What follows belongs to an exercise in optimizing a design on an open flow for small area; a production flow would make more cautious choices. Function was checked by simulation only, so behaviour that the tests miss may differ from the original. The clock port is modelled as an ideal driver, which makes a skipped or thinned clock tree look cheaper than it is; a real chip needs a root buffer or a tree. Power is estimated from default activity; no workload was simulated.

== build 31 ==
==> flow/design.v <==
module uart_tx (
    input  logic clk,
    input  logic rst,
    input  logic send,
    output logic tx
);
    localparam logic [7:0] MSG = "E";
    logic [3:0]  st;
    logic [10:0] u;
    wire term = (u[9:0] == 10'd520);           
    wire kick = (st == 4'd1);
    wire stop = term && (st == 4'd13);
    always_ff @(posedge clk or posedge rst) begin
        if (rst) begin
            st <= 4'd0;
            u  <= '0;
        end else begin
            u <= {u[9] ^ kick ^ stop, u[8:4], u[3] ^ kick ^ stop, u[2:0], u[10] ^ u[1] ^ term};
            case (st)
                4'd0:  if (send) st <= 4'd1;
                4'd1:  st <= 4'd2;
                4'd2:  if (term) st <= 4'd3;
                4'd3:  st <= 4'd4;
                4'd4:  if (term) st <= 4'd5;
                4'd5:  if (term) st <= 4'd6;
                4'd6:  if (term) st <= 4'd7;
                4'd7:  if (term) st <= 4'd8;
                4'd8:  if (term) st <= 4'd9;
                4'd9:  if (term) st <= 4'd10;
                4'd10: if (term) st <= 4'd11;
                4'd11: if (term) st <= 4'd12;
                4'd12: if (term) st <= 4'd13;
                4'd13: if (term) st <= 4'd14;
                default: st <= 4'd0;
            endcase
        end
    end
    always_comb begin
        case (st)
            4'd2, 4'd3:                  tx = 1'b0;        
            4'd4:                        tx = MSG[0];
            4'd5:                        tx = MSG[1];
            4'd6:                        tx = MSG[2];
            4'd7:                        tx = MSG[3];
            4'd8:                        tx = MSG[4];
            4'd9:                        tx = MSG[5];
            4'd10:                       tx = MSG[6];
            4'd11:                       tx = MSG[7];
            default:                     tx = 1'b1;
        endcase
    end
endmodule
module uart_rx (
    input  logic       clk,
    input  logic       rst,
    input  logic       rx,
    output logic [7:0] data,
    output logic       valid
);
    localparam logic [3:0] S_IDLE = 4'd0, S_DONE = 4'd11, S_START = 4'd1, S_STOP = 4'd10;
    logic [3:0]  st;
    logic [10:0] u;
    wire idle = (st == S_IDLE) || (st == S_DONE);
    wire term = (u[9:0] == 10'd520);
    wire kick = idle && !rx;
    wire stop = term && (st == S_STOP || (st == S_START && rx));
    assign valid = (st == S_DONE);
    logic [3:0] st_succ;
    always_comb
        case (st)
            4'd2: st_succ = 4'd3;
            4'd3: st_succ = 4'd4;
            4'd4: st_succ = 4'd5;
            4'd5: st_succ = 4'd6;
            4'd6: st_succ = 4'd7;
            4'd7: st_succ = 4'd8;
            4'd8: st_succ = 4'd9;
            default: st_succ = 4'd10;
        endcase
    wire in_data = (st != S_IDLE) && (st != S_DONE) && (st != S_START) && (st != S_STOP);
    always_ff @(posedge clk or posedge rst) begin
        if (rst) begin
            st <= S_IDLE;
            u  <= '0;
        end else begin
            u <= {u[9] ^ stop, u[8] ^ kick, u[7:4], u[3] ^ kick ^ stop, u[2], u[1] ^ kick, u[0], u[10] ^ u[1] ^ term};
            if (idle) st <= rx ? S_IDLE : S_START;
            else if (term) begin
                if (st == S_START)     st <= rx ? S_IDLE : 4'd2;
                else if (st == S_STOP) st <= S_DONE;
                else                   st <= st_succ;
            end
        end
    end
    always_ff @(posedge clk)
        if (term && in_data) data <= {rx, data[7:1]};
endmodule
module rxlogic_handle (
    input  logic        clk,
    input  logic        rst,
    input  logic [7:0]  data,
    input  logic        valid,
    input  logic        adv,     
    output logic [4:0]  code     
);
    function automatic logic [4:0] enc(input logic [7:0] c);
        logic is_letter, is_digit;
        logic [4:0] lcode, dcode;
        is_letter = (c[7:5] == 3'b010) && (c[4:0] != 5'd0) && (c[4:0] <= 5'd26);
        is_digit  = (c[7:4] == 4'b0011) && (c[3:0] <= 4'd9);
        lcode = ((c[4:0] == 5'd24) ? 5'd8 : c[4:0]) ^ 5'd15;
        dcode[0] = (c[3:0] == 4'd2) | (c[3:0] == 4'd4) | (c[3:0] == 4'd7) | (c[3:0] == 4'd9);
        dcode[1] = (c[3:0] == 4'd1) | (c[3:0] == 4'd4) | (c[3:0] == 4'd6) | (c[3:0] == 4'd7) | (c[3:0] == 4'd9);
        dcode[2] = (c[3:0] == 4'd1) | (c[3:0] == 4'd2) | (c[3:0] == 4'd3) | (c[3:0] == 4'd4) | (c[3:0] == 4'd5) | (c[3:0] == 4'd7);
        dcode[3] = (c[3:0] == 4'd5) | (c[3:0] == 4'd7);
        dcode[4] = (c[3:0] == 4'd2) | (c[3:0] == 4'd3) | (c[3:0] == 4'd4) | (c[3:0] == 4'd5) | (c[3:0] == 4'd6) | (c[3:0] == 4'd8) | (c[3:0] == 4'd9);
        enc = is_letter ? lcode : is_digit ? dcode : 5'd17;
    endfunction
    logic [39:0] d;        
    logic [2:0]  rs;       
    logic [2:0]  wpos;     
    logic        pend;     
    wire  [4:0]  wcode = enc(data);
    wire         wnow  = (valid | pend) && (wpos == 3'd7);
    function automatic logic [2:0] inc1(input logic [2:0] x);
        inc1 = {x[2] ^ (x[1] & x[0]), x[1] ^ x[0], ~x[0]};
    endfunction
    function automatic logic [2:0] inc2(input logic [2:0] x);
        inc2 = {x[2] ^ x[1], ~x[1], x[0]};
    endfunction
    always_ff @(posedge clk or posedge rst) begin
        if (rst) begin
            d    <= '0;
            rs   <= 3'd0;
            wpos <= 3'd7;
            pend <= 1'b0;
        end else begin
            d    <= {d[34:0], wnow ? wcode : d[39:35]};
            pend <= (valid | pend) && !wnow;
            wpos <= wnow ? wpos : inc1(wpos);
            rs   <= adv ? inc2(rs) : inc1(rs);
        end
    end
    assign code = (pend && rs == wpos) ? wcode : d[5*rs +: 5];
endmodule
module NDigitDisplay #(
    parameter N_DIGITS=8
)(
    input  logic        clk,
    input  logic        rstn,
    input  logic        rx,
    input  logic        send,
    output logic        tx,
    output logic [7:0]  an,
    output logic [6:0]  seg
);
    function automatic logic [6:0] dec(input logic [4:0] c);
        dec[0] = (c == 5'd13) | (c == 5'd11) | (c == 5'd7) | (c == 5'd6) | (c == 5'd5) | (c == 5'd3) | (c == 5'd2) | (c == 5'd1) | (c == 5'd29) | (c == 5'd27) | (c == 5'd26) | (c == 5'd25) | (c == 5'd23) | (c == 5'd22) | (c == 5'd17);
        dec[1] = (c == 5'd13) | (c == 5'd12) | (c == 5'd10) | (c == 5'd9) | (c == 5'd8) | (c == 5'd4) | (c == 5'd3) | (c == 5'd2) | (c == 5'd1) | (c == 5'd28) | (c == 5'd27) | (c == 5'd24) | (c == 5'd18) | (c == 5'd17);
        dec[2] = (c == 5'd12) | (c == 5'd10) | (c == 5'd9) | (c == 5'd3) | (c == 5'd31) | (c == 5'd29) | (c == 5'd27) | (c == 5'd21) | (c == 5'd17);
        dec[3] = (c == 5'd15) | (c == 5'd14) | (c == 5'd9) | (c == 5'd7) | (c == 5'd6) | (c == 5'd4) | (c == 5'd2) | (c == 5'd1) | (c == 5'd31) | (c == 5'd30) | (c == 5'd29) | (c == 5'd24) | (c == 5'd23) | (c == 5'd17);
        dec[4] = (c == 5'd15) | (c == 5'd6) | (c == 5'd5) | (c == 5'd30) | (c == 5'd28) | (c == 5'd25) | (c == 5'd23) | (c == 5'd22) | (c == 5'd20) | (c == 5'd19) | (c == 5'd17);
        dec[5] = (c == 5'd15) | (c == 5'd11) | (c == 5'd6) | (c == 5'd5) | (c == 5'd2) | (c == 5'd1) | (c == 5'd25) | (c == 5'd24) | (c == 5'd21) | (c == 5'd20) | (c == 5'd17);
        dec[6] = (c == 5'd15) | (c == 5'd12) | (c == 5'd8) | (c == 5'd6) | (c == 5'd5) | (c == 5'd3) | (c == 5'd0) | (c == 5'd26) | (c == 5'd25) | (c == 5'd17);
    endfunction
    logic [7:0] r_data;
    logic       r_valid;
    logic [4:0] code;
    logic [4:0] scode;    
    localparam logic [4:0] BLANK = 5'd17;   
    uart_tx UART_TX (.clk(clk), .rst(rstn), .send(send), .tx(tx));
    uart_rx UART_RX (.clk(clk), .rst(rstn), .rx(rx), .data(r_data), .valid(r_valid));
    localparam logic [13:0] C_INIT = 14'd13977;
    logic [13:0] cnt;
    logic [3:0]  index;
    logic [8:0]  onehot;
    wire cterm = ({cnt[13], cnt[9:0]} == {1'b0, 10'd844});
    wire cfb   = ~(cnt[13] ^ cnt[11] ^ cnt[4] ^ cnt[1]) ^ cterm;
    rxlogic_handle RxLogic (.clk(clk), .rst(rstn), .data(r_data), .valid(r_valid),
                            .adv(cterm && index != 4'd8), .code(code));
    always_ff @(posedge clk or posedge rstn) begin
        if (rstn) begin
            cnt   <= C_INIT;
            index <= '0;
            scode <= BLANK;
        end else begin
            cnt <= {cnt[12:0], cfb};
            if (cterm)
                case (index)
                    4'd0: index <= 4'd1;
                    4'd1: index <= 4'd2;
                    4'd2: index <= 4'd3;
                    4'd3: index <= 4'd4;
                    4'd4: index <= 4'd5;
                    4'd5: index <= 4'd6;
                    4'd6: index <= 4'd7;
                    4'd7: index <= 4'd8;
                    default: index <= 4'd0;
                endcase
            scode <= code;
        end
    end
    always_comb
        for (int k = 0; k < 9; k++) onehot[k] = (index == 4'(k));
    assign an  = ~onehot[7:0];
    assign seg = dec(scode);
endmodule
==> flow/config.mk <==
export PLATFORM = sky130hd
export DESIGN_NAME = NDigitDisplay
export DESIGN_NICKNAME = NDigitDisplay
export VERILOG_FILES = /design/flow/design.v
export SDC_FILE = /design/flow/constraint.sdc
export NUM_CORES = 4
export LEC_CHECK = 0
export CAP_MARGIN = 20
export CORE_MARGIN = 2
export CORE_UTILIZATION = 40
export SLEW_MARGIN = 20
==> flow/constraint.sdc <==
create_clock -name core_clock -period 10.0 [get_ports {clk}]
set_input_delay 2.0000 -clock core_clock [delete_from_list [all_inputs] [get_ports {clk}]]
set_output_delay 2.0000 -clock core_clock [all_outputs]
set_load 0.01 [all_outputs]
standard.sh (not shown) runs the stock make flow with config.mk's settings and CLKGATE_MAP_FILE= SYNTH_SCRIPT=/design/flow/synth_recipe.tcl, a recipe that flattens the netlist after the stock synthesis.
==> flow/flow/run.sh <==
#!/bin/bash
# Layout flow: the standard synthesis with an area-oriented ABC script
# and no adder extraction, then the standard ORFS steps with a lighter clock
# tree and minimum-size port buffers. Each step's output goes to its own log.
set -euo pipefail
F=$PWD/flow
export MY_ABC_SCRIPT=$F/abc_area.script
export FLOW_SYNTH_TCL=$PWD/synth_recipe.tcl
bash standard.sh SYNTH_SCRIPT=$F/mysynth.tcl ADDER_MAP_FILE= synth > synth.log 2>&1
export PRE_CTS_TCL=$F/mycts.tcl
bash standard.sh \
  "BUFFER_PORTS_ARGS=-buffer_cell sky130_fd_sc_hd__buf_1" \
  finish > layout.log 2>&1
==> flow/flow/abc_area.script <==
strash
&get -n
&st
&dc2
&syn4
&dch
&nf -R 2000 -a
&put
topo
Other scripts of this flow, unchanged in this note and not shown: flow/flow/mycts.tcl, flow/flow/mysynth.tcl
Build 31 did not stop at any stage, and its layout met the timing, DRC and antenna checks.
The following lists how build 33 was set up differently from build 31:
-- flow/flow/abc_area.script --
<<< build 31, line 6
>>> build 33, line 6
&dc2
Notes after the runs:
Build 33 consumes more power than build 31 does.
Relative to build 31, the share of synthesized cell area in and, or, nand and nor gates of build 33 is lower by 3.1 points.
Looking at shortest clock period the worst path allows after layout, build 33 sits 0.032 ns lower than build 31 does.
Share of the synthesized area in compound gates (AO/OA/AOI/OAI) in build 33 is 2.7 points higher than in build 31
Global-route usage over all layers across build 31 and build 33: no real change.
Diff build 31..build 33 | final non-filler cell area | negligible
Setup slack in build 33 is larger than in build 31.
Width of the die: build 31 vs build 33 — no meaningful difference
Floorplan check, build 33 vs build 31: die outline smaller in build 33
In the tables for build 31 and build 33, part of the total power dissipated in sequential elements reads lower with build 33.
NOTE total length of routed met2 wires build 31->build 33 increased by a few percent
#### Input delta (build 2 over build 33)
-- flow/flow/abc_area.script --
<<< build 33, line 5
&syn4
&dc2
>>> build 2, line 5
&syn3
Findings:
- Count of non-CTS inverters in the layout: build 2 vs build 33 up 2
- Relative to build 33, relative area change from synthesis to final layout has gone down in build 2.
- Share of the final layout cell area in sequential cells was lower in the run labelled build 2.
- Compared with build 33, the router placed fewer vias in build 2.
- Between build 2 and build 33, the relative contribution of the clock network to total power is lower for build 2.
No run of this note takes its clock network from TritonCTS; it comes from the design's own scripts or RTL.

-- static timing again, ports no longer ideal --
How much do the figures lean on ideal ports? The routed layouts below were timed once more, with nothing changed but the port constraints. Step 1 assumes that a clkbuf_16 drives the clock port and a buf_2 every other input. Step 2 adds t to the input delays and takes it off the output delays; t is the mean of the earliest and latest rising clock arrival at the registers after step 1. Input paths then give back, and output paths get back, about the clock's delay inside the block. Slacks: no drivers / after step 1 / after step 2; pairs: no drivers / after step 1.
run	t (ns)	slack for setup (ns)	worst hold slack (ns)	worst setup path after step 2	worst slew at a driven data input, ns
build 31	0.233	6.157 / 6.116 / 6.350	0.359 / 0.359 / 0.359	register to output	0.03
build 33	0.243	6.189 / 6.147 / 6.390	0.353 / 0.353 / 0.353	register to output	0.03
build 2	0.247	6.069 / 6.028 / 6.275	0.360 / 0.360 / 0.360	register to output	0.03
After both steps every run listed still meets setup and hold.
